Context: an optimization exercise on an open-source flow, tuned for small area and a short achievable clock period. The choices shown serve that exercise and are no tape-out recipe.
At most, simulation tests tie the RTL to the original design; equivalence was not proved.
The RTL of run 1 was laid out without a check of its function.
The flow treats the clock pin as an ideal source, which a real chip does not have.
Power and IR drop assume default switching activity.

**flow/abc.script**
```
&get -n
&st
&dch
&nf -R 1000
&put
```
**flow/arb_core.v**
```verilog
// generated by gen/gen_core8.py y3_0=2 nh3=8 nh2=4 h1=4 h0=4
module ic_arb_core(req, pb3, pb2, npb1, npb0, nwin);
  input [15:0] req, pb3, pb2, npb1, npb0;
  output [3:0] nwin;
  wire [15:0] nc1, cw;
  wire x3_0;
  wire x3_1;
  wire x3_2;
  wire x3_3;
  wire x3_4;
  wire x3_5;
  wire x3_6;
  wire x3_7;
  wire y3_0;
  wire y3_1;
  wire nh3;
  wire x2b_0;
  wire x2b_1;
  wire x2b_2;
  wire x2b_3;
  wire x2b_4;
  wire x2b_5;
  wire x2b_6;
  wire x2b_7;
  wire y2b_0;
  wire y2b_1;
  wire z2a_0;
  wire z2a_1;
  wire z2a_2;
  wire z2a_3;
  wire z2a_4;
  wire z2a_5;
  wire z2a_6;
  wire z2a_7;
  wire z2a_8;
  wire z2a_9;
  wire z2a_10;
  wire z2a_11;
  wire z2a_12;
  wire z2a_13;
  wire z2a_14;
  wire z2a_15;
  wire q2a_0;
  wire q2a_1;
  wire q2a_2;
  wire q2a_3;
  wire s2a_0;
  wire s2a_1;
  wire t2a;
  wire nh2;
  wire t1_x0;
  wire t1_x1;
  wire t1_x2;
  wire t1_x3;
  wire t1_x4;
  wire t1_x5;
  wire t1_x6;
  wire t1_x7;
  wire t1_r0;
  wire t1_r1;
  wire t1_r2;
  wire t1_r3;
  wire h1;
  wire t0b_x0;
  wire t0b_x1;
  wire t0b_x2;
  wire t0b_x3;
  wire t0b_x4;
  wire t0b_x5;
  wire t0b_x6;
  wire t0b_x7;
  wire t0b_r0;
  wire t0b_r1;
  wire t0b_r2;
  wire t0b_r3;
  wire y0b_0;
  wire y0b_1;
  wire nt0b;
  wire z0a_0;
  wire z0a_1;
  wire z0a_2;
  wire z0a_3;
  wire z0a_4;
  wire z0a_5;
  wire z0a_6;
  wire z0a_7;
  wire z0a_8;
  wire z0a_9;
  wire z0a_10;
  wire z0a_11;
  wire z0a_12;
  wire z0a_13;
  wire z0a_14;
  wire z0a_15;
  wire r0a_0;
  wire r0a_1;
  wire r0a_2;
  wire r0a_3;
  wire r0a_4;
  wire r0a_5;
  wire r0a_6;
  wire r0a_7;
  wire y0a_0;
  wire y0a_1;
  wire nt0a;
  wire h0;
  wire pn0;
  wire pn1;
  wire pn2;
  wire pn3;
  wire pn4;
  wire pn5;
  wire pn6;
  wire pn7;
  wire nz0;
  wire nz1;
  wire nz2;
  wire nz3;
  wire nnz0;
  wire nnz1;
  wire nnz2;
  wire nnz3;
  wire lo8;
  wire nlo8;
  wire hi8;
  wire e3only;
  wire la;
  wire ha;
  wire O0;
  wire O1;
  wire O2;
  wire O3;
  wire lq;
  wire hq;
  sky130_fd_sc_hd__a22oi_1 g1 (.A1(req[0]), .A2(pb3[0]), .B1(req[1]), .B2(pb3[1]), .Y(x3_0));
  sky130_fd_sc_hd__a22oi_1 g2 (.A1(req[2]), .A2(pb3[2]), .B1(req[3]), .B2(pb3[3]), .Y(x3_1));
  sky130_fd_sc_hd__a22oi_1 g3 (.A1(req[4]), .A2(pb3[4]), .B1(req[5]), .B2(pb3[5]), .Y(x3_2));
  sky130_fd_sc_hd__a22oi_1 g4 (.A1(req[6]), .A2(pb3[6]), .B1(req[7]), .B2(pb3[7]), .Y(x3_3));
  sky130_fd_sc_hd__a22oi_1 g5 (.A1(req[8]), .A2(pb3[8]), .B1(req[9]), .B2(pb3[9]), .Y(x3_4));
  sky130_fd_sc_hd__a22oi_1 g6 (.A1(req[10]), .A2(pb3[10]), .B1(req[11]), .B2(pb3[11]), .Y(x3_5));
  sky130_fd_sc_hd__a22oi_1 g7 (.A1(req[12]), .A2(pb3[12]), .B1(req[13]), .B2(pb3[13]), .Y(x3_6));
  sky130_fd_sc_hd__a22oi_1 g8 (.A1(req[14]), .A2(pb3[14]), .B1(req[15]), .B2(pb3[15]), .Y(x3_7));
  sky130_fd_sc_hd__nand4_2 g9 (.A(x3_0), .B(x3_1), .C(x3_2), .D(x3_3), .Y(y3_0));
  sky130_fd_sc_hd__nand4_1 g10 (.A(x3_4), .B(x3_5), .C(x3_6), .D(x3_7), .Y(y3_1));
  sky130_fd_sc_hd__nor2_8 g11 (.A(y3_0), .B(y3_1), .Y(nh3));
  sky130_fd_sc_hd__a22oi_1 g12 (.A1(req[0]), .A2(pb2[0]), .B1(req[1]), .B2(pb2[1]), .Y(x2b_0));
  sky130_fd_sc_hd__a22oi_1 g13 (.A1(req[2]), .A2(pb2[2]), .B1(req[3]), .B2(pb2[3]), .Y(x2b_1));
  sky130_fd_sc_hd__a22oi_1 g14 (.A1(req[4]), .A2(pb2[4]), .B1(req[5]), .B2(pb2[5]), .Y(x2b_2));
  sky130_fd_sc_hd__a22oi_1 g15 (.A1(req[6]), .A2(pb2[6]), .B1(req[7]), .B2(pb2[7]), .Y(x2b_3));
  sky130_fd_sc_hd__a22oi_1 g16 (.A1(req[8]), .A2(pb2[8]), .B1(req[9]), .B2(pb2[9]), .Y(x2b_4));
  sky130_fd_sc_hd__a22oi_1 g17 (.A1(req[10]), .A2(pb2[10]), .B1(req[11]), .B2(pb2[11]), .Y(x2b_5));
  sky130_fd_sc_hd__a22oi_1 g18 (.A1(req[12]), .A2(pb2[12]), .B1(req[13]), .B2(pb2[13]), .Y(x2b_6));
  sky130_fd_sc_hd__a22oi_1 g19 (.A1(req[14]), .A2(pb2[14]), .B1(req[15]), .B2(pb2[15]), .Y(x2b_7));
  sky130_fd_sc_hd__nand4_1 g20 (.A(x2b_0), .B(x2b_1), .C(x2b_2), .D(x2b_3), .Y(y2b_0));
  sky130_fd_sc_hd__nand4_1 g21 (.A(x2b_4), .B(x2b_5), .C(x2b_6), .D(x2b_7), .Y(y2b_1));
  sky130_fd_sc_hd__nand3_1 g22 (.A(req[0]), .B(pb3[0]), .C(pb2[0]), .Y(z2a_0));
  sky130_fd_sc_hd__nand3_1 g23 (.A(req[1]), .B(pb3[1]), .C(pb2[1]), .Y(z2a_1));
  sky130_fd_sc_hd__nand3_1 g24 (.A(req[2]), .B(pb3[2]), .C(pb2[2]), .Y(z2a_2));
  sky130_fd_sc_hd__nand3_1 g25 (.A(req[3]), .B(pb3[3]), .C(pb2[3]), .Y(z2a_3));
  sky130_fd_sc_hd__nand3_1 g26 (.A(req[4]), .B(pb3[4]), .C(pb2[4]), .Y(z2a_4));
  sky130_fd_sc_hd__nand3_1 g27 (.A(req[5]), .B(pb3[5]), .C(pb2[5]), .Y(z2a_5));
  sky130_fd_sc_hd__nand3_1 g28 (.A(req[6]), .B(pb3[6]), .C(pb2[6]), .Y(z2a_6));
  sky130_fd_sc_hd__nand3_1 g29 (.A(req[7]), .B(pb3[7]), .C(pb2[7]), .Y(z2a_7));
  sky130_fd_sc_hd__nand3_1 g30 (.A(req[8]), .B(pb3[8]), .C(pb2[8]), .Y(z2a_8));
  sky130_fd_sc_hd__nand3_1 g31 (.A(req[9]), .B(pb3[9]), .C(pb2[9]), .Y(z2a_9));
  sky130_fd_sc_hd__nand3_1 g32 (.A(req[10]), .B(pb3[10]), .C(pb2[10]), .Y(z2a_10));
  sky130_fd_sc_hd__nand3_1 g33 (.A(req[11]), .B(pb3[11]), .C(pb2[11]), .Y(z2a_11));
  sky130_fd_sc_hd__nand3_1 g34 (.A(req[12]), .B(pb3[12]), .C(pb2[12]), .Y(z2a_12));
  sky130_fd_sc_hd__nand3_1 g35 (.A(req[13]), .B(pb3[13]), .C(pb2[13]), .Y(z2a_13));
  sky130_fd_sc_hd__nand3_1 g36 (.A(req[14]), .B(pb3[14]), .C(pb2[14]), .Y(z2a_14));
  sky130_fd_sc_hd__nand3_1 g37 (.A(req[15]), .B(pb3[15]), .C(pb2[15]), .Y(z2a_15));
  sky130_fd_sc_hd__nand4_1 g38 (.A(z2a_0), .B(z2a_1), .C(z2a_2), .D(z2a_3), .Y(q2a_0));
  sky130_fd_sc_hd__nand4_1 g39 (.A(z2a_4), .B(z2a_5), .C(z2a_6), .D(z2a_7), .Y(q2a_1));
  sky130_fd_sc_hd__nand4_1 g40 (.A(z2a_8), .B(z2a_9), .C(z2a_10), .D(z2a_11), .Y(q2a_2));
  sky130_fd_sc_hd__nand4_1 g41 (.A(z2a_12), .B(z2a_13), .C(z2a_14), .D(z2a_15), .Y(q2a_3));
  sky130_fd_sc_hd__nor2_1 g42 (.A(q2a_0), .B(q2a_1), .Y(s2a_0));
  sky130_fd_sc_hd__nor2_1 g43 (.A(q2a_2), .B(q2a_3), .Y(s2a_1));
  sky130_fd_sc_hd__nand2_1 g44 (.A(s2a_0), .B(s2a_1), .Y(t2a));
  sky130_fd_sc_hd__a221oi_4 g45 (.A1(nh3), .A2(y2b_0), .B1(nh3), .B2(y2b_1), .C1(t2a), .Y(nh2));
  sky130_fd_sc_hd__o221ai_1 g46 (.A1(pb3[0]), .A2(nh3), .B1(pb2[0]), .B2(nh2), .C1(req[0]), .Y(nc1[0]));
  sky130_fd_sc_hd__o221ai_1 g47 (.A1(pb3[1]), .A2(nh3), .B1(pb2[1]), .B2(nh2), .C1(req[1]), .Y(nc1[1]));
  sky130_fd_sc_hd__o221ai_1 g48 (.A1(pb3[2]), .A2(nh3), .B1(pb2[2]), .B2(nh2), .C1(req[2]), .Y(nc1[2]));
  sky130_fd_sc_hd__o221ai_1 g49 (.A1(pb3[3]), .A2(nh3), .B1(pb2[3]), .B2(nh2), .C1(req[3]), .Y(nc1[3]));
  sky130_fd_sc_hd__o221ai_1 g50 (.A1(pb3[4]), .A2(nh3), .B1(pb2[4]), .B2(nh2), .C1(req[4]), .Y(nc1[4]));
  sky130_fd_sc_hd__o221ai_1 g51 (.A1(pb3[5]), .A2(nh3), .B1(pb2[5]), .B2(nh2), .C1(req[5]), .Y(nc1[5]));
  sky130_fd_sc_hd__o221ai_1 g52 (.A1(pb3[6]), .A2(nh3), .B1(pb2[6]), .B2(nh2), .C1(req[6]), .Y(nc1[6]));
  sky130_fd_sc_hd__o221ai_1 g53 (.A1(pb3[7]), .A2(nh3), .B1(pb2[7]), .B2(nh2), .C1(req[7]), .Y(nc1[7]));
  sky130_fd_sc_hd__o221ai_1 g54 (.A1(pb3[8]), .A2(nh3), .B1(pb2[8]), .B2(nh2), .C1(req[8]), .Y(nc1[8]));
  sky130_fd_sc_hd__o221ai_1 g55 (.A1(pb3[9]), .A2(nh3), .B1(pb2[9]), .B2(nh2), .C1(req[9]), .Y(nc1[9]));
  sky130_fd_sc_hd__o221ai_1 g56 (.A1(pb3[10]), .A2(nh3), .B1(pb2[10]), .B2(nh2), .C1(req[10]), .Y(nc1[10]));
  sky130_fd_sc_hd__o221ai_1 g57 (.A1(pb3[11]), .A2(nh3), .B1(pb2[11]), .B2(nh2), .C1(req[11]), .Y(nc1[11]));
  sky130_fd_sc_hd__o221ai_1 g58 (.A1(pb3[12]), .A2(nh3), .B1(pb2[12]), .B2(nh2), .C1(req[12]), .Y(nc1[12]));
  sky130_fd_sc_hd__o221ai_1 g59 (.A1(pb3[13]), .A2(nh3), .B1(pb2[13]), .B2(nh2), .C1(req[13]), .Y(nc1[13]));
  sky130_fd_sc_hd__o221ai_1 g60 (.A1(pb3[14]), .A2(nh3), .B1(pb2[14]), .B2(nh2), .C1(req[14]), .Y(nc1[14]));
  sky130_fd_sc_hd__o221ai_1 g61 (.A1(pb3[15]), .A2(nh3), .B1(pb2[15]), .B2(nh2), .C1(req[15]), .Y(nc1[15]));
  sky130_fd_sc_hd__o22ai_1 g62 (.A1(nc1[0]), .A2(npb1[0]), .B1(nc1[1]), .B2(npb1[1]), .Y(t1_x0));
  sky130_fd_sc_hd__o22ai_1 g63 (.A1(nc1[2]), .A2(npb1[2]), .B1(nc1[3]), .B2(npb1[3]), .Y(t1_x1));
  sky130_fd_sc_hd__o22ai_1 g64 (.A1(nc1[4]), .A2(npb1[4]), .B1(nc1[5]), .B2(npb1[5]), .Y(t1_x2));
  sky130_fd_sc_hd__o22ai_1 g65 (.A1(nc1[6]), .A2(npb1[6]), .B1(nc1[7]), .B2(npb1[7]), .Y(t1_x3));
  sky130_fd_sc_hd__o22ai_1 g66 (.A1(nc1[8]), .A2(npb1[8]), .B1(nc1[9]), .B2(npb1[9]), .Y(t1_x4));
  sky130_fd_sc_hd__o22ai_1 g67 (.A1(nc1[10]), .A2(npb1[10]), .B1(nc1[11]), .B2(npb1[11]), .Y(t1_x5));
  sky130_fd_sc_hd__o22ai_1 g68 (.A1(nc1[12]), .A2(npb1[12]), .B1(nc1[13]), .B2(npb1[13]), .Y(t1_x6));
  sky130_fd_sc_hd__o22ai_1 g69 (.A1(nc1[14]), .A2(npb1[14]), .B1(nc1[15]), .B2(npb1[15]), .Y(t1_x7));
  sky130_fd_sc_hd__nor2_1 g70 (.A(t1_x0), .B(t1_x1), .Y(t1_r0));
  sky130_fd_sc_hd__nor2_1 g71 (.A(t1_x2), .B(t1_x3), .Y(t1_r1));
  sky130_fd_sc_hd__nor2_1 g72 (.A(t1_x4), .B(t1_x5), .Y(t1_r2));
  sky130_fd_sc_hd__nor2_1 g73 (.A(t1_x6), .B(t1_x7), .Y(t1_r3));
  sky130_fd_sc_hd__nand4_4 g74 (.A(t1_r0), .B(t1_r1), .C(t1_r2), .D(t1_r3), .Y(h1));
  sky130_fd_sc_hd__o22ai_1 g75 (.A1(nc1[0]), .A2(npb0[0]), .B1(nc1[1]), .B2(npb0[1]), .Y(t0b_x0));
  sky130_fd_sc_hd__o22ai_1 g76 (.A1(nc1[2]), .A2(npb0[2]), .B1(nc1[3]), .B2(npb0[3]), .Y(t0b_x1));
  sky130_fd_sc_hd__o22ai_1 g77 (.A1(nc1[4]), .A2(npb0[4]), .B1(nc1[5]), .B2(npb0[5]), .Y(t0b_x2));
  sky130_fd_sc_hd__o22ai_1 g78 (.A1(nc1[6]), .A2(npb0[6]), .B1(nc1[7]), .B2(npb0[7]), .Y(t0b_x3));
  sky130_fd_sc_hd__o22ai_1 g79 (.A1(nc1[8]), .A2(npb0[8]), .B1(nc1[9]), .B2(npb0[9]), .Y(t0b_x4));
  sky130_fd_sc_hd__o22ai_1 g80 (.A1(nc1[10]), .A2(npb0[10]), .B1(nc1[11]), .B2(npb0[11]), .Y(t0b_x5));
  sky130_fd_sc_hd__o22ai_1 g81 (.A1(nc1[12]), .A2(npb0[12]), .B1(nc1[13]), .B2(npb0[13]), .Y(t0b_x6));
  sky130_fd_sc_hd__o22ai_1 g82 (.A1(nc1[14]), .A2(npb0[14]), .B1(nc1[15]), .B2(npb0[15]), .Y(t0b_x7));
  sky130_fd_sc_hd__nor2_1 g83 (.A(t0b_x0), .B(t0b_x1), .Y(t0b_r0));
  sky130_fd_sc_hd__nor2_1 g84 (.A(t0b_x2), .B(t0b_x3), .Y(t0b_r1));
  sky130_fd_sc_hd__nor2_1 g85 (.A(t0b_x4), .B(t0b_x5), .Y(t0b_r2));
  sky130_fd_sc_hd__nor2_1 g86 (.A(t0b_x6), .B(t0b_x7), .Y(t0b_r3));
  sky130_fd_sc_hd__nand2_1 g87 (.A(t0b_r0), .B(t0b_r1), .Y(y0b_0));
  sky130_fd_sc_hd__nand2_1 g88 (.A(t0b_r2), .B(t0b_r3), .Y(y0b_1));
  sky130_fd_sc_hd__nor2_1 g89 (.A(y0b_0), .B(y0b_1), .Y(nt0b));
  sky130_fd_sc_hd__nor3_1 g90 (.A(nc1[0]), .B(npb1[0]), .C(npb0[0]), .Y(z0a_0));
  sky130_fd_sc_hd__nor3_1 g91 (.A(nc1[1]), .B(npb1[1]), .C(npb0[1]), .Y(z0a_1));
  sky130_fd_sc_hd__nor3_1 g92 (.A(nc1[2]), .B(npb1[2]), .C(npb0[2]), .Y(z0a_2));
  sky130_fd_sc_hd__nor3_1 g93 (.A(nc1[3]), .B(npb1[3]), .C(npb0[3]), .Y(z0a_3));
  sky130_fd_sc_hd__nor3_1 g94 (.A(nc1[4]), .B(npb1[4]), .C(npb0[4]), .Y(z0a_4));
  sky130_fd_sc_hd__nor3_1 g95 (.A(nc1[5]), .B(npb1[5]), .C(npb0[5]), .Y(z0a_5));
  sky130_fd_sc_hd__nor3_1 g96 (.A(nc1[6]), .B(npb1[6]), .C(npb0[6]), .Y(z0a_6));
  sky130_fd_sc_hd__nor3_1 g97 (.A(nc1[7]), .B(npb1[7]), .C(npb0[7]), .Y(z0a_7));
  sky130_fd_sc_hd__nor3_1 g98 (.A(nc1[8]), .B(npb1[8]), .C(npb0[8]), .Y(z0a_8));
  sky130_fd_sc_hd__nor3_1 g99 (.A(nc1[9]), .B(npb1[9]), .C(npb0[9]), .Y(z0a_9));
  sky130_fd_sc_hd__nor3_1 g100 (.A(nc1[10]), .B(npb1[10]), .C(npb0[10]), .Y(z0a_10));
  sky130_fd_sc_hd__nor3_1 g101 (.A(nc1[11]), .B(npb1[11]), .C(npb0[11]), .Y(z0a_11));
  sky130_fd_sc_hd__nor3_1 g102 (.A(nc1[12]), .B(npb1[12]), .C(npb0[12]), .Y(z0a_12));
  sky130_fd_sc_hd__nor3_1 g103 (.A(nc1[13]), .B(npb1[13]), .C(npb0[13]), .Y(z0a_13));
  sky130_fd_sc_hd__nor3_1 g104 (.A(nc1[14]), .B(npb1[14]), .C(npb0[14]), .Y(z0a_14));
  sky130_fd_sc_hd__nor3_1 g105 (.A(nc1[15]), .B(npb1[15]), .C(npb0[15]), .Y(z0a_15));
  sky130_fd_sc_hd__nor2_1 g106 (.A(z0a_0), .B(z0a_1), .Y(r0a_0));
  sky130_fd_sc_hd__nor2_1 g107 (.A(z0a_2), .B(z0a_3), .Y(r0a_1));
  sky130_fd_sc_hd__nor2_1 g108 (.A(z0a_4), .B(z0a_5), .Y(r0a_2));
  sky130_fd_sc_hd__nor2_1 g109 (.A(z0a_6), .B(z0a_7), .Y(r0a_3));
  sky130_fd_sc_hd__nor2_1 g110 (.A(z0a_8), .B(z0a_9), .Y(r0a_4));
  sky130_fd_sc_hd__nor2_1 g111 (.A(z0a_10), .B(z0a_11), .Y(r0a_5));
  sky130_fd_sc_hd__nor2_1 g112 (.A(z0a_12), .B(z0a_13), .Y(r0a_6));
  sky130_fd_sc_hd__nor2_1 g113 (.A(z0a_14), .B(z0a_15), .Y(r0a_7));
  sky130_fd_sc_hd__nand4_1 g114 (.A(r0a_0), .B(r0a_1), .C(r0a_2), .D(r0a_3), .Y(y0a_0));
  sky130_fd_sc_hd__nand4_1 g115 (.A(r0a_4), .B(r0a_5), .C(r0a_6), .D(r0a_7), .Y(y0a_1));
  sky130_fd_sc_hd__nor2_1 g116 (.A(y0a_0), .B(y0a_1), .Y(nt0a));
  sky130_fd_sc_hd__a21oi_4 g117 (.A1(nt0a), .A2(h1), .B1(nt0b), .Y(h0));
  sky130_fd_sc_hd__a221oi_1 g118 (.A1(npb1[0]), .A2(h1), .B1(npb0[0]), .B2(h0), .C1(nc1[0]), .Y(cw[0]));
  sky130_fd_sc_hd__a221oi_1 g119 (.A1(npb1[1]), .A2(h1), .B1(npb0[1]), .B2(h0), .C1(nc1[1]), .Y(cw[1]));
  sky130_fd_sc_hd__a221oi_1 g120 (.A1(npb1[2]), .A2(h1), .B1(npb0[2]), .B2(h0), .C1(nc1[2]), .Y(cw[2]));
  sky130_fd_sc_hd__a221oi_1 g121 (.A1(npb1[3]), .A2(h1), .B1(npb0[3]), .B2(h0), .C1(nc1[3]), .Y(cw[3]));
  sky130_fd_sc_hd__a221oi_1 g122 (.A1(npb1[4]), .A2(h1), .B1(npb0[4]), .B2(h0), .C1(nc1[4]), .Y(cw[4]));
  sky130_fd_sc_hd__a221oi_1 g123 (.A1(npb1[5]), .A2(h1), .B1(npb0[5]), .B2(h0), .C1(nc1[5]), .Y(cw[5]));
  sky130_fd_sc_hd__a221oi_1 g124 (.A1(npb1[6]), .A2(h1), .B1(npb0[6]), .B2(h0), .C1(nc1[6]), .Y(cw[6]));
  sky130_fd_sc_hd__a221oi_1 g125 (.A1(npb1[7]), .A2(h1), .B1(npb0[7]), .B2(h0), .C1(nc1[7]), .Y(cw[7]));
  sky130_fd_sc_hd__a221oi_1 g126 (.A1(npb1[8]), .A2(h1), .B1(npb0[8]), .B2(h0), .C1(nc1[8]), .Y(cw[8]));
  sky130_fd_sc_hd__a221oi_1 g127 (.A1(npb1[9]), .A2(h1), .B1(npb0[9]), .B2(h0), .C1(nc1[9]), .Y(cw[9]));
  sky130_fd_sc_hd__a221oi_1 g128 (.A1(npb1[10]), .A2(h1), .B1(npb0[10]), .B2(h0), .C1(nc1[10]), .Y(cw[10]));
  sky130_fd_sc_hd__a221oi_1 g129 (.A1(npb1[11]), .A2(h1), .B1(npb0[11]), .B2(h0), .C1(nc1[11]), .Y(cw[11]));
  sky130_fd_sc_hd__a221oi_1 g130 (.A1(npb1[12]), .A2(h1), .B1(npb0[12]), .B2(h0), .C1(nc1[12]), .Y(cw[12]));
  sky130_fd_sc_hd__a221oi_1 g131 (.A1(npb1[13]), .A2(h1), .B1(npb0[13]), .B2(h0), .C1(nc1[13]), .Y(cw[13]));
  sky130_fd_sc_hd__a221oi_1 g132 (.A1(npb1[14]), .A2(h1), .B1(npb0[14]), .B2(h0), .C1(nc1[14]), .Y(cw[14]));
  sky130_fd_sc_hd__a221oi_1 g133 (.A1(npb1[15]), .A2(h1), .B1(npb0[15]), .B2(h0), .C1(nc1[15]), .Y(cw[15]));
  sky130_fd_sc_hd__nor2_1 g134 (.A(cw[0]), .B(cw[1]), .Y(pn0));
  sky130_fd_sc_hd__nor2_1 g135 (.A(cw[2]), .B(cw[3]), .Y(pn1));
  sky130_fd_sc_hd__nor2_1 g136 (.A(cw[4]), .B(cw[5]), .Y(pn2));
  sky130_fd_sc_hd__nor2_1 g137 (.A(cw[6]), .B(cw[7]), .Y(pn3));
  sky130_fd_sc_hd__nor2_1 g138 (.A(cw[8]), .B(cw[9]), .Y(pn4));
  sky130_fd_sc_hd__nor2_1 g139 (.A(cw[10]), .B(cw[11]), .Y(pn5));
  sky130_fd_sc_hd__nor2_1 g140 (.A(cw[12]), .B(cw[13]), .Y(pn6));
  sky130_fd_sc_hd__nor2_1 g141 (.A(cw[14]), .B(cw[15]), .Y(pn7));
  sky130_fd_sc_hd__nand2_1 g142 (.A(pn0), .B(pn1), .Y(nz0));
  sky130_fd_sc_hd__nand2_1 g143 (.A(pn2), .B(pn3), .Y(nz1));
  sky130_fd_sc_hd__nand2_1 g144 (.A(pn4), .B(pn5), .Y(nz2));
  sky130_fd_sc_hd__nand2_1 g145 (.A(pn6), .B(pn7), .Y(nz3));
  sky130_fd_sc_hd__and2_1 g146 (.A(pn0), .B(pn1), .X(nnz0));
  sky130_fd_sc_hd__and2_1 g147 (.A(pn4), .B(pn5), .X(nnz2));
  sky130_fd_sc_hd__nand4_1 g148 (.A(pn0), .B(pn1), .C(pn2), .D(pn3), .Y(lo8));
  sky130_fd_sc_hd__and4_1 g149 (.A(pn0), .B(pn1), .C(pn2), .D(pn3), .X(nlo8));
  sky130_fd_sc_hd__nand4_1 g150 (.A(pn4), .B(pn5), .C(pn6), .D(pn7), .Y(hi8));
  sky130_fd_sc_hd__nand2b_1 g151 (.A_N(lo8), .B(hi8), .Y(nwin[3]));
  sky130_fd_sc_hd__and3_1 g152 (.A(pn4), .B(pn5), .C(nz3), .X(e3only));
  sky130_fd_sc_hd__o21ai_1 g153 (.A1(lo8), .A2(e3only), .B1(nnz0), .Y(nwin[2]));
  sky130_fd_sc_hd__a32o_1 g154 (.A1(nnz0), .A2(nz1), .A3(pn2), .B1(nz0), .B2(pn0), .X(la));
  sky130_fd_sc_hd__a32o_1 g155 (.A1(nnz2), .A2(nz3), .A3(pn6), .B1(nz2), .B2(pn4), .X(ha));
  sky130_fd_sc_hd__a21oi_1 g156 (.A1(nlo8), .A2(ha), .B1(la), .Y(nwin[1]));
  sky130_fd_sc_hd__a21oi_1 g157 (.A1(pn0), .A2(cw[2]), .B1(cw[0]), .Y(O0));
  sky130_fd_sc_hd__a21oi_1 g158 (.A1(pn2), .A2(cw[6]), .B1(cw[4]), .Y(O1));
  sky130_fd_sc_hd__a21oi_1 g159 (.A1(pn4), .A2(cw[10]), .B1(cw[8]), .Y(O2));
  sky130_fd_sc_hd__a21oi_1 g160 (.A1(pn6), .A2(cw[14]), .B1(cw[12]), .Y(O3));
  sky130_fd_sc_hd__a32o_1 g161 (.A1(O1), .A2(nz1), .A3(nnz0), .B1(O0), .B2(nz0), .X(lq));
  sky130_fd_sc_hd__a32o_1 g162 (.A1(O3), .A2(nz3), .A3(nnz2), .B1(O2), .B2(nz2), .X(hq));
  sky130_fd_sc_hd__a21oi_1 g163 (.A1(nlo8), .A2(hq), .B1(lq), .Y(nwin[0]));
endmodule
```
**flow/run.sh**
```bash
#!/bin/bash
# Own layout flow: the standard flow (standard.sh) with
#  - the standard synthesis, except that ABC maps with flow/abc.script
#    (registers are mapped before ABC runs, so they are unchanged) and,
#    when flow/arb_core.v exists, the combinational module ic_arb_core is
#    read from that gate netlist (made by gen/gen_core.py) instead of
#    being synthesised from rtl/ic.v,
#  - smaller port buffers,
#  - timing repair aimed at a setup slack margin below the clock period,
#  - clock buffers upsized after CTS where the register clock pins would
#    see too slow a slew (flow/clkfix.tcl).
# make's full output is in standard_flow.log; ORFS's step logs are in orfs/logs/.
set -euo pipefail
source flow/params.sh
export MY_ABC_SCRIPT=$PWD/flow/abc.script
export CLK_SLEW_LIMIT=${CLK_SLEW_LIMIT:-0.1}
args=("BUFFER_PORTS_ARGS=-buffer_cell $PORT_BUF" "SETUP_SLACK_MARGIN=$MARGIN")
if [[ "${OWN_ABC:-1}" == 1 ]]; then args+=("SYNTH_SCRIPT=$PWD/flow/synth.tcl"); fi
if [[ -f flow/arb_core.v ]]; then
  export ARB_CORE_NETLIST=$PWD/flow/arb_core.v
  args+=("SYNTH_CANONICALIZE_TCL=$PWD/flow/subst.tcl")
fi
if [[ -n "${CTS_ARGS:-}" ]]; then args+=("CTS_ARGS=$CTS_ARGS"); fi
if [[ -f flow/clkfix.tcl ]]; then args+=("POST_CTS_TCL=$PWD/flow/clkfix.tcl"); fi
if [[ -n "${EXTRA:-}" ]]; then for kv in $EXTRA; do args+=("$kv"); done; fi
bash standard.sh "${args[@]}" "${FLOW_TARGET:-finish}" > standard_flow.log 2>&1
```
**constraint.sdc**
```tcl
create_clock -name core_clock -period 30.0 [get_ports {pclk_i}]
set_input_delay 6.0000 -clock core_clock [delete_from_list [all_inputs] [get_ports {pclk_i}]]
set_output_delay 6.0000 -clock core_clock [all_outputs]
set_load 0.01 [all_outputs]
```
**standard.sh**
```bash
#!/bin/bash
# synth_recipe.tcl (not shown) runs the flow's synth.tcl, then flattens the netlist and writes it again
# the make line also repeats each setting of config.mk as NAME=value (left out here)
make -C /OpenROAD-flow-scripts/flow DESIGN_CONFIG=/design/flow/config.mk WORK_HOME=/design/flow/orfs CLKGATE_MAP_FILE= SYNTH_SCRIPT=/design/flow/synth_recipe.tcl "${@:-finish}"
```
**flow/synth.tcl**
```tcl
# synth_recipe.tcl (the standard synthesis), with ABC's script replaced by
# flow/abc.script when MY_ABC_SCRIPT names it.
proc synth {args} { yosys synth -nofsm -noshare {*}$args }
proc abc {args} {
  set i [lsearch -exact $args -script]
  if { $i >= 0 && [info exists ::env(MY_ABC_SCRIPT)] } {
    lset args [expr {$i + 1}] $::env(MY_ABC_SCRIPT)
  }
  puts "abc wrapper: $args"
  yosys abc {*}$args
}
source $::env(SCRIPTS_DIR)/synth.tcl
# left out here: clear keep_hierarchy, flatten, clean up, hide names made inside functions, write 1_2_yosys.v
```
**design.v**
```verilog
module interrupt_controller(
	pclk_i,
	prst_i,
	penable_i,
	pready_o,
	pwrite_i,
	paddr_i,
	pwdata_i,
	prdata_o,
	interrupt_active_i,
	interrupt_valid_o,
	interrupt_to_be_serviced_o,
	interrupt_serviced_i);
	input pclk_i,prst_i,penable_i,pwrite_i;
	input [3:0] paddr_i,pwdata_i;
	output reg pready_o;
	output reg [3:0] prdata_o;
	input [15:0] interrupt_active_i;
	input interrupt_serviced_i;
	output reg interrupt_valid_o;
	output reg [3:0] interrupt_to_be_serviced_o;
	reg arb;
	integer i;
	genvar g;
	reg [15:0] pb3, pb2, npb1, npb0;
	wire [3:0] wdata = pwdata_i & {4{~prst_i}};
	wire wr = penable_i & pwrite_i;
	wire [15:0] sel;
	generate
		for (g = 0; g < 16; g = g + 1) begin : regs
			assign sel[g] = paddr_i == g;
			always @(posedge pclk_i)
				if (prst_i | (wr & sel[g])) begin
					pb3[g] <= wdata[3];
					pb2[g] <= wdata[2];
					npb1[g] <= ~wdata[1];
					npb0[g] <= ~wdata[0];
				end
		end
	endgenerate
	wire [3:0] rdata = {|(sel & pb3), |(sel & pb2), |(sel & ~npb1), |(sel & ~npb0)};
	always @(posedge pclk_i) begin
		pready_o <= penable_i & ~prst_i;
		if (prst_i | (penable_i & ~pwrite_i))
			prdata_o <= rdata & {4{~prst_i}};
	end
	wire [3:0] nwinner;
	ic_arb_core u_core(
		.req(interrupt_active_i),
		.pb3(pb3), .pb2(pb2), .npb1(npb1), .npb0(npb0),
		.nwin(nwinner));
	always @(posedge pclk_i) begin
		if (prst_i) begin
			arb <= 1'b0;
			interrupt_valid_o <= 1'b0;
			interrupt_to_be_serviced_o <= 4'd0;
		end else begin
			arb <= (|interrupt_active_i) &
			       ((~arb & ~interrupt_valid_o) | (interrupt_valid_o & interrupt_serviced_i));
			interrupt_valid_o <= arb | (interrupt_valid_o & ~interrupt_serviced_i);
			if (arb) interrupt_to_be_serviced_o <= ~nwinner;
			else if (interrupt_serviced_i) interrupt_to_be_serviced_o <= 4'd0;
		end
	end
endmodule
module ic_arb_core(req, pb3, pb2, npb1, npb0, nwin);
	input [15:0] req;
	input [15:0] pb3, pb2, npb1, npb0;
	output [3:0] nwin;
	genvar g;
	wire [15:0] pb1 = ~npb1;
	wire [15:0] pb0 = ~npb0;
	wire h3 = |(req & pb3);
	wire h2 = h3 ? |(req & pb3 & pb2) : |(req & pb2);
	wire [15:0] c1 = req & (pb3 | {16{~h3}}) & (pb2 | {16{~h2}});
	wire h1 = |(c1 & pb1);
	wire h0 = h1 ? |(c1 & pb1 & pb0) : |(c1 & pb0);
	wire [15:0] cw = c1 & (pb1 | {16{~h1}}) & (pb0 | {16{~h0}});
	wire [3:0] nz, lo_odd, lo_hi;
	generate
		for (g = 0; g < 4; g = g + 1) begin : quad
			wire [3:0] q = cw[4*g+3:4*g];
			assign nz[g] = |q;
			assign lo_hi[g] = ~q[0] & ~q[1];
			assign lo_odd[g] = ~q[0] & (q[1] | ~q[2]);
		end
	endgenerate
	wire [3:0] fq = {nz[3] & ~nz[2] & ~nz[1] & ~nz[0], nz[2] & ~nz[1] & ~nz[0],
	                 nz[1] & ~nz[0], nz[0]};
	assign nwin = ~{fq[3] | fq[2], fq[3] | fq[1], |(fq & lo_hi), |(fq & lo_odd)};
endmodule
```
**flow/subst.tcl**
```tcl
# Replace the behavioural ic_arb_core by its gate netlist (gen/gen_core.py).
delete ic_arb_core
read_verilog $::env(ARB_CORE_NETLIST)
hierarchy -check -top $::env(DESIGN_NAME)
```
**flow/clkfix.tcl**
```tcl
set_propagated_clock [all_clocks]
estimate_parasitics -placement
set limit [expr {[info exists ::env(CLK_SLEW_LIMIT)] ? $::env(CLK_SLEW_LIMIT) : 0.1}]
set changed 1
while {$changed} {
  set changed 0
  foreach inst [get_cells *] {
    set r [get_property $inst ref_name]
    if {![regexp {^sky130_fd_sc_hd__clkbuf_([0-9]+)$} $r -> sz]} continue
    set worst 0.0
    foreach pin [get_pins -of_objects $inst -filter "direction==output"] {
      foreach load [get_pins -of_objects [get_nets -of_objects $pin] -filter "direction==input"] {
        if {[get_name $load] ne "CLK" && ![string match "*/CLK" [get_full_name $load]]} continue
        set s [get_property $load slew_max]
        if {$s > $worst} { set worst $s }
      }
    }
    if {$worst > $limit && $sz < 16} {
      set nsz [expr {$sz * 2}]
      puts "clkfix: [get_name $inst] $r -> clkbuf_$nsz (sink slew $worst)"
      replace_cell $inst [get_lib_cells */sky130_fd_sc_hd__clkbuf_$nsz]
      estimate_parasitics -placement
      set changed 1
    }
  }
}
detailed_placement
check_placement -verbose
```
**flow/params.sh**
```bash
PORT_BUF=sky130_fd_sc_hd__buf_1
MARGIN=20.5
CTS_ARGS="-sink_clustering_enable -repair_clock_nets -buf_list sky130_fd_sc_hd__clkbuf_4 -dont_use_dummy_load"
EXTRA="SKIP_INCREMENTAL_REPAIR=1"
CLK_SLEW_LIMIT=0.1
```
**config.mk**
```make
export PLATFORM = sky130hd
export DESIGN_NAME = interrupt_controller
export DESIGN_NICKNAME = interrupt_controller
export VERILOG_FILES = /design/flow/design.v
export SDC_FILE = /design/flow/constraint.sdc
export NUM_CORES = 8
export LEC_CHECK = 0
export ABC_AREA = 1
export CAP_MARGIN = 20
export CORE_MARGIN = 2
export CORE_UTILIZATION = 65
export CTS_BUF_LIST = sky130_fd_sc_hd__clkbuf_4
export PLACE_DENSITY = 0.8
export SLEW_MARGIN = 20
```
==> results.yml, run 1 <==
drt:
  routed_wl_um: 11400
  drc_violation_count_after_routing: 0
  detailroute.via_count: 3839
  detail_route.vias_per_cell: 7.68
  drtIter0Drc: 603
  wl_per_cell_um: 22.7
  ant_nets: 0
  drt_first_pass_iters: 8
setup_path:
  critical_path_cell_count: 20
  timing.critical_path.cells: "buf_1, a22oi_1, nand4_1, nor2_8, a221oi_4, buf_4, o221ai_1, o22ai_1, nor2_1, nand4_4, a21oi_4, buf_4, a221oi_1, nor2_1, nand2_1, a32o_1, a21oi_1, nor2b_1, a21oi_1, nor2_1"
  crit_path_start_kind: "input port"
  timing.reg2reg.worst_path_depth: 19
  crit_slowest_cell: "o221ai_1"
  critPathMostFrequentCell: "nor2_1"
  critical_path.top_delay_family: "compound AO/OA/AOI/OAI gates"
  critical_path_class: "in -> reg"
  crit_end_element: "flop"
  critical_path_required_ns: 30.27
  crit_path_max_incr_delay_ns: 0.39
  endpoint_arrival_time_on_the_critical_path_ns: 9.88
  cp_max_fo: 17
  crit_buf_inv: 3
hold_path:
  hp-class: "reg -> reg"
  worst_hold_path.num_cells: 2
finish:
  insertedDiodeCount: 0
  filler_cell_count: 436
  final_layout_size_suffix_gt1_frac: 0.0494
  nets: 456
  flow.area_growth_from_synthesis_pct: 9.29
grt:
  grt_antenna_before_repair: 0
  pin_count_of_the_biggest_net_entering_global_routing: 33
  grt_usage: 0.332
  first_global_vias: 3563
  grt_remaining_overflow: 0
  first_pass_grt_wire_length_um: 17800
place:
  gp_congestion: 0.965
  minimum_setup_slack_after_placement_ns: 19.90
  port-buffer-count: 38
  dp_hpwl_um: 8210
timing:
  period_minus_slack_ns: 9.61
  finalMaxSlewViolations: 0
  final_critical_path_setup_slack_ns: 20.39
  setup_violations: 0
  post-route-period-util: 0.320
  setup-tns-final_ns: 0
  hold-worst-slack_ns: 0.490
  max_clock_freq_ghz: 0.104
  timing.max_slew.rel_slack: 0.302
  worst_slew_pin_slew_ns: 1.04
  final.setup_skew_ns: 0.0267
  finalHoldViolations: 0
pwr:
  intPower_mw: 0.162
  cellPowerDensity_nw_per_um2: 53.3
  switching_share: 0.313
  ir_worst_vdd_mv: 0.0348
  clock_power_share: 0.209
  power.switching_mw: 0.0737
  p_comb_frac: 0.221
  sequential_share_of_power: 0.570
  leakage_nw: 1.45
run_status:
  status: "finished clean"
die:
  fp.dieArea_sq_um: 6860
  floorplan.core_area_sq_um: 5960
  initial_utilization: 0.678
  chipWidth_um: 82.8
  io_pins: 39
  floorplan.die.height_um: 82.8
  num_rows: 28
synthesis:
  postSynthRegisterBits: 75
  syn-mean-instance-area_sq_um: 10.9
  syn_inst: 371
  yosysWarnings: 1
  synth_cell_type_count: 31
  synthesis.nets: 400
  yosysSeqAreaShare: 0.540
  synthesis.area_sq_um: 4040
clock_network:
  clock_sink_count: 75
  clock_transition_at_the_registers_of_the_reported_paths_ns: 0.07
  cts_tree: "done"
  clock_latency_ns: 0.41
job:
  cap_viol_max_count: 0
-- state kept, by name, summed over array words and instances, names as in the netlist --
signal                      flops
arb                             1
interrupt_to_be_serviced_o      4
interrupt_valid_o               1
npb0                           16
npb1                           16
pb2                            16
pb3                            16
prdata_o                        4
pready_o                        1
-- layout by cell type (no fill, tap or decap), types with 6 or more instances in the layout --
master and n:
a21o_1 17, a21oi_1 12, a221oi_1 20, a22oi_1 24, buf_1 38, buf_4 7, clkbuf_4 6, dfxtp_1 7
edfxtp_1 68, nand2_1 18, nand2b_1 7, nand3_1 22, nand4_1 12, nor2_1 47, nor2b_1 11, nor3_1 22
nor4_1 9, o221ai_1 16, o22ai_1 32
-- tightest hold or removal path, stage by stage (launching register included) --
cell and delay (ns):
dfxtp_1 0.33, a21oi_1 0.06, nor2_1 0.07
-- synthesized netlist by cell type --
cell type  instances  area (sq um)
a2111oi_0          1          8.76
a21o_1            17           128
a21oi_1           12          60.1
a21oi_4            1          16.3
a221oi_1          20           175
a221oi_4           1          26.3
a22o_1             4          35.0
a22oi_1           24           180
a31oi_1            2          12.5
a32o_1             4          40.0
and2_0             1          6.26
and2_1             2          12.5
and3_1             1          6.26
and4_1             4          35.0
clkinv_1           2          7.51
dfxtp_1            7           140
edfxtp_1          68          2040
nand2_1           18          67.6
nand2b_1           7          43.8
nand3_1           22           110
nand4_1           12          75.1
nand4_2            1          12.5
nand4_4            1          21.3
nor2_1            47           176
nor2_8             1          20.0
nor2b_1           11          68.8
nor3_1            22           110
nor4_1             9          56.3
o21ai_1            1          5.00
o221ai_1          16           140
o22ai_1           32           200
-- final timing paths --
path	startpoint	to	slack [ns]
min reg2reg	interrupt_to_be_serviced_o[3]	interrupt_to_be_serviced_o[3]	0.49
max	interrupt_active_i[8]	interrupt_to_be_serviced_o[1]	20.39
min	interrupt_to_be_serviced_o[3]	interrupt_to_be_serviced_o[3]	0.49
max reg2reg	pb3[8]	interrupt_to_be_serviced_o[1]	25.66
-- per-layer routing --
layer  GRT usage  wire length, um
met4       0.136              397
met2       0.509             5170
met1       0.471             4360
met5           0                0
met3      0.0606             1430
-- per-stage QoR --
| stage | power, mW | instance area (sq um) | util | cells |
|---|---|---|---|---|
| floorplan | 0.166 | 4040 | - | 371 |
| global placement | 0.182 | 4280 | 0.719 | 485 |
| detailed placement | 0.184 | 4280 | 0.719 | 485 |
| global route | 0.245 | 4410 | 0.741 | 500 |
| finish | 0.235 | 4410 | 0.741 | 500 |
-- cell families (layout without fill, tap and decap cells) --
family	after synthesis	in the layout	synth area share
AOI/OAI and AO/OA	135	135	0.254
buffers and inverters	2	56	0.00186
DFF	75	75	0.540
and+or+nand+nor	159	159	0.204
-- power groups by stage --
stage | registers (mW) | clock network (mW) | logic [mW]
floorplan | 0.134 | 0 | 0.0328
global placement | 0.136 | 0 | 0.0466
detailed placement | 0.136 | 0 | 0.0479
global route | 0.135 | 0.0539 | 0.0561
finish | 0.134 | 0.0492 | 0.0520
-- cell type report --
cell class / instances / area, sq um / share of cell area
clock buffers: 9 / 86.3 / 0.0196
inverters: 2 / 7.51 / 0.00170
multi-input cells: 294 / 1850 / 0.419
flip-flops and latches: 75 / 2180 / 0.494
well taps: 75 / 93.8 / 0.0213
repair buffers: 45 / 195 / 0.0442
==> inputs of run 2 (changes only) <==
--- a/design.v
+++ b/design.v
@@ -21,5 +21,4 @@
 	output reg [3:0] interrupt_to_be_serviced_o;
 	reg arb;
-	integer i;
 	genvar g;
 	reg [15:0] pb3, pb2, npb1, npb0;
--- a/flow/run.sh
+++ b/flow/run.sh
@@ -4,8 +4,10 @@
 #    (registers are mapped before ABC runs, so they are unchanged) and,
 #    when flow/arb_core.v exists, the combinational module ic_arb_core is
-#    read from that gate netlist (made by gen/gen_core.py) instead of
+#    read from that gate netlist (made by gen/gen_core8.py) instead of
 #    being synthesised from rtl/ic.v,
-#  - smaller port buffers,
-#  - timing repair aimed at a setup slack margin below the clock period,
+#  - smaller port buffers (PORT_BUF),
+#  - timing repair aimed at a setup slack margin below the clock period
+#    (MARGIN), and the other settings in flow/params.sh (CTS arguments,
+#    EXTRA make variables),
 #  - clock buffers upsized after CTS where the register clock pins would
 #    see too slow a slew (flow/clkfix.tcl).
==> flow/subst.tcl (replaced) <==
# Replace the behavioural ic_arb_core by its gate netlist (gen/gen_core8.py).
delete ic_arb_core
read_verilog $::env(ARB_CORE_NETLIST)
hierarchy -check -top $::env(DESIGN_NAME)
==> run 2 against run 1 <==
  * First-iteration DRC count unchanged
  * Clock power about the same
  * Core utilization unchanged
  * Still clean on timing, DRC and antenna
  * Hold slack stayed put
  * Critical path type unchanged
  * Design area is the same
  * Sequential share of layout area is the same
  * Global-route usage unchanged
  * Clock skew did not move
  * Routed wire length did not move
==> results.yml, run 2 <==
place:
  dp_hpwl_um: 8210
  gp_congestion: 0.965
  post_place_cell_area_sq_um: 4280
  port-buffer-count: 38
die:
  num_rows: 28
  floorplan.die.height_um: 82.8
  initial_utilization: 0.678
  floorplan.core_area_sq_um: 5960
  fp.dieArea_sq_um: 6860
  chipWidth_um: 82.8
  io_pins: 39
synthesis:
  synth_top_area_frac: 0.506
  postSynthRegisterBits: 75
  synth-edff-count: 68
  synthMuxAreaShare: 0
  yosys.area_share.xor_xnor: 0
  ys_async_sr_fraction: 0
  synth_adder_area_share: 0
  synthesized_area_fraction_occupied_by_ao_oa_aoi_and_oai_cells: 0.254
  yosysWarnings: 1
  yosysSeqAreaShare: 0.540
  syn-mean-instance-area_sq_um: 10.9
  synthesis.nets: 400
  postSynth.topFlopCell: "edfxtp_1"
  largest_family_of_logic_cells_by_synthesized_area: "compound AO/OA/AOI/OAI gates"
  synth_area_leaders: "edfxtp_1 51%, o22ai_1 5.0%, a22oi_1 4.5%, nor2_1 4.4%, a221oi_1 4.3%"
  synth_area_in_simple_gates: 0.204
  synth_cell_type_count: 31
  synth_top_cells_by_count: "68 x edfxtp_1, 47 x nor2_1, 32 x o22ai_1, 24 x a22oi_1"
  synth.largest_area_cell: "edfxtp_1"
  syn_inst: 371
  synthesis.area_sq_um: 4040
  synth_most_common_cell: "edfxtp_1"
setup_path:
  crit_path_start_kind: "input port"
  critical_path_class: "in -> reg"
  timing.reg2reg.worst_path_depth: 19
  crit_end_element: "flop"
  cp_max_fo: 17
  endpoint_arrival_time_on_the_critical_path_ns: 9.88
  critical_path_required_ns: 30.27
grt:
  first_pass_grt_wire_length_um: 17800
  first_global_vias: 3563
  pin_count_of_the_biggest_net_entering_global_routing: 33
  grt_usage: 0.332
  grt_remaining_overflow: 0
  grt_antenna_before_repair: 0
drt:
  routed_wl_um: 11400
  drtIter0Drc: 603
  drc_violation_count_after_routing: 0
  drt_first_pass_iters: 8
  wl_per_cell_um: 22.7
  detail_route.vias_per_cell: 7.68
  detailroute.via_count: 3839
  ant_nets: 0
timing:
  finalHoldViolations: 0
  period_minus_slack_ns: 9.61
  post-route-period-util: 0.320
  finalMaxSlewViolations: 0
  setup-tns-final_ns: 0
  worst_slew_pin_slew_ns: 1.04
  setup_violations: 0
  final.setup_skew_ns: 0.0267
  timing.max_slew.rel_slack: 0.302
  max_clock_freq_ghz: 0.104
finish:
  insertedDiodeCount: 0
  final_layout_size_suffix_gt1_frac: 0.0494
  flow.area_growth_from_synthesis_pct: 9.29
  post-route-util: 0.741
  nets: 456
  final_cell_area_sq_um: 4410
  layout.cells.most_common_list: "68 x edfxtp_1, 47 x nor2_1, 38 x buf_1, 32 x o22ai_1, 24 x a22oi_1"
  filler_cell_count: 436
  layout.cells.most_common: "edfxtp_1"
hold_path:
  hp-class: "reg -> reg"
  worst_hold_path.num_cells: 2
pwr:
  leakage_nw: 1.45
  ir_worst_vdd_mv: 0.0348
  cellPowerDensity_nw_per_um2: 53.3
clock_network:
  clock_sink_count: 75
  clock_transition_at_the_registers_of_the_reported_paths_ns: 0.07
  cts_tree: "done"
  clock_latency_ns: 0.41
job:
  cap_viol_max_count: 0
run_status:
  status: "finished clean"
## run 2: cell counts after synthesis
Identical to the previous run, type by type.
## run 2: critical path: stages
cell and delay, ns:
buf_1 0.14, a22oi_1 0.20, nand4_1 0.28, nor2_8 0.24, a221oi_4 0.09, buf_4 0.18, o221ai_1 0.39, o22ai_1 0.19
nor2_1 0.29, nand4_4 0.31, a21oi_4 0.22, buf_4 0.17, a221oi_1 0.12, nor2_1 0.31, nand2_1 0.13, a32o_1 0.27
a21oi_1 0.13, nor2b_1 0.06, a21oi_1 0.12, nor2_1 0.05
## run 2: path summary, 6_finish.rpt
check	from	slack, ns	endpoint
max	interrupt_active_i[8]	20.39	interrupt_to_be_serviced_o[1]
min	interrupt_to_be_serviced_o[3]	0.49	interrupt_to_be_serviced_o[3]
max reg2reg	pb3[8]	25.66	interrupt_to_be_serviced_o[1]
min reg2reg	interrupt_to_be_serviced_o[3]	0.49	interrupt_to_be_serviced_o[3]
## run 2: cell families (layout without fill, tap and decap cells)
group | Yosys count | in the layout
AO/OA/AOI/OAI | 135 | 135
flip-flops | 75 | 75
AND/OR/NAND/NOR | 159 | 159
buffers and inverters | 2 | 56
## run 2: metal layers
| metal | part of all wire | GRT usage | up-vias |
|---|---|---|---|
| li1 | - | - | 1681 |
| met1 | 0.38 | 0.471 | 1777 |
| met4 | 0.035 | 0.136 | 0 |
| met5 | 0 | 0 | - |
| met2 | 0.46 | 0.509 | 336 |
| met3 | 0.13 | 0.0606 | 45 |
## run 2: layout make-up
type / instances / area, sq um / area share
Clock buffer: 9 / 86.3 / 0.0196
Inverter: 2 / 7.51 / 0.00170
Multi-Input combinational cell: 294 / 1850 / 0.419
Sequential cell: 75 / 2180 / 0.494
Tap cell: 75 / 93.8 / 0.0213
Timing Repair Buffer: 45 / 195 / 0.0442
## run 2: metrics by stage
stage / power, mW / hold slack [ns] / worst slack (ns) / instances
6_report: 0.235 / 0.490 / 20.39 / 500
5_1_grt: 0.245 / 0.521 / 20.12 / 500
3_5_place_dp: 0.184 / 0.478 / 19.90 / 485
3_3_place_gp: 0.182 / 0.467 / 19.95 / 485
2_1_floorplan: 0.166 / 0.498 / 20.89 / 371
## run 2: power breakdown
part	switching (mW)	internal, mW	leakage, nW
logic	0.0331	0.0189	0.678
registers	0.00955	0.124	0.727
clock network	0.0310	0.0182	0.0492
total	0.0737	0.162	1.45

separate check: timing with driven ports:
No port has a modelled driver above. Below, the same layouts with a new extraction and two added sets of constraints. Step 1 (the two cells are an assumption about what drives the block):
set clk [get_ports {pclk_i}]
set_driving_cell -lib_cell sky130_fd_sc_hd__clkbuf_16 $clk
set_driving_cell -lib_cell sky130_fd_sc_hd__buf_2 [delete_from_list [all_inputs] $clk]
Step 2 moves the port delays by t, midway between the first and last clock arrival at a register: inputs arrive t later, outputs are due t later. That takes back most of the time a late clock gives input paths. a / b / c = ideal ports / drivers / drivers and shift; a / b = the first two.
| run | shift t [ns] | setup slack, ns | worst register clock-pin slew, ns |
|---|---|---|---|
| run 1 | 0.420 | 20.391 / 20.392 / 19.971 | 0.10 / 0.10 |
| run 2 | 0.420 | 20.391 / 20.392 / 19.971 | 0.10 / 0.10 |
After both steps every run listed still meets setup and hold.
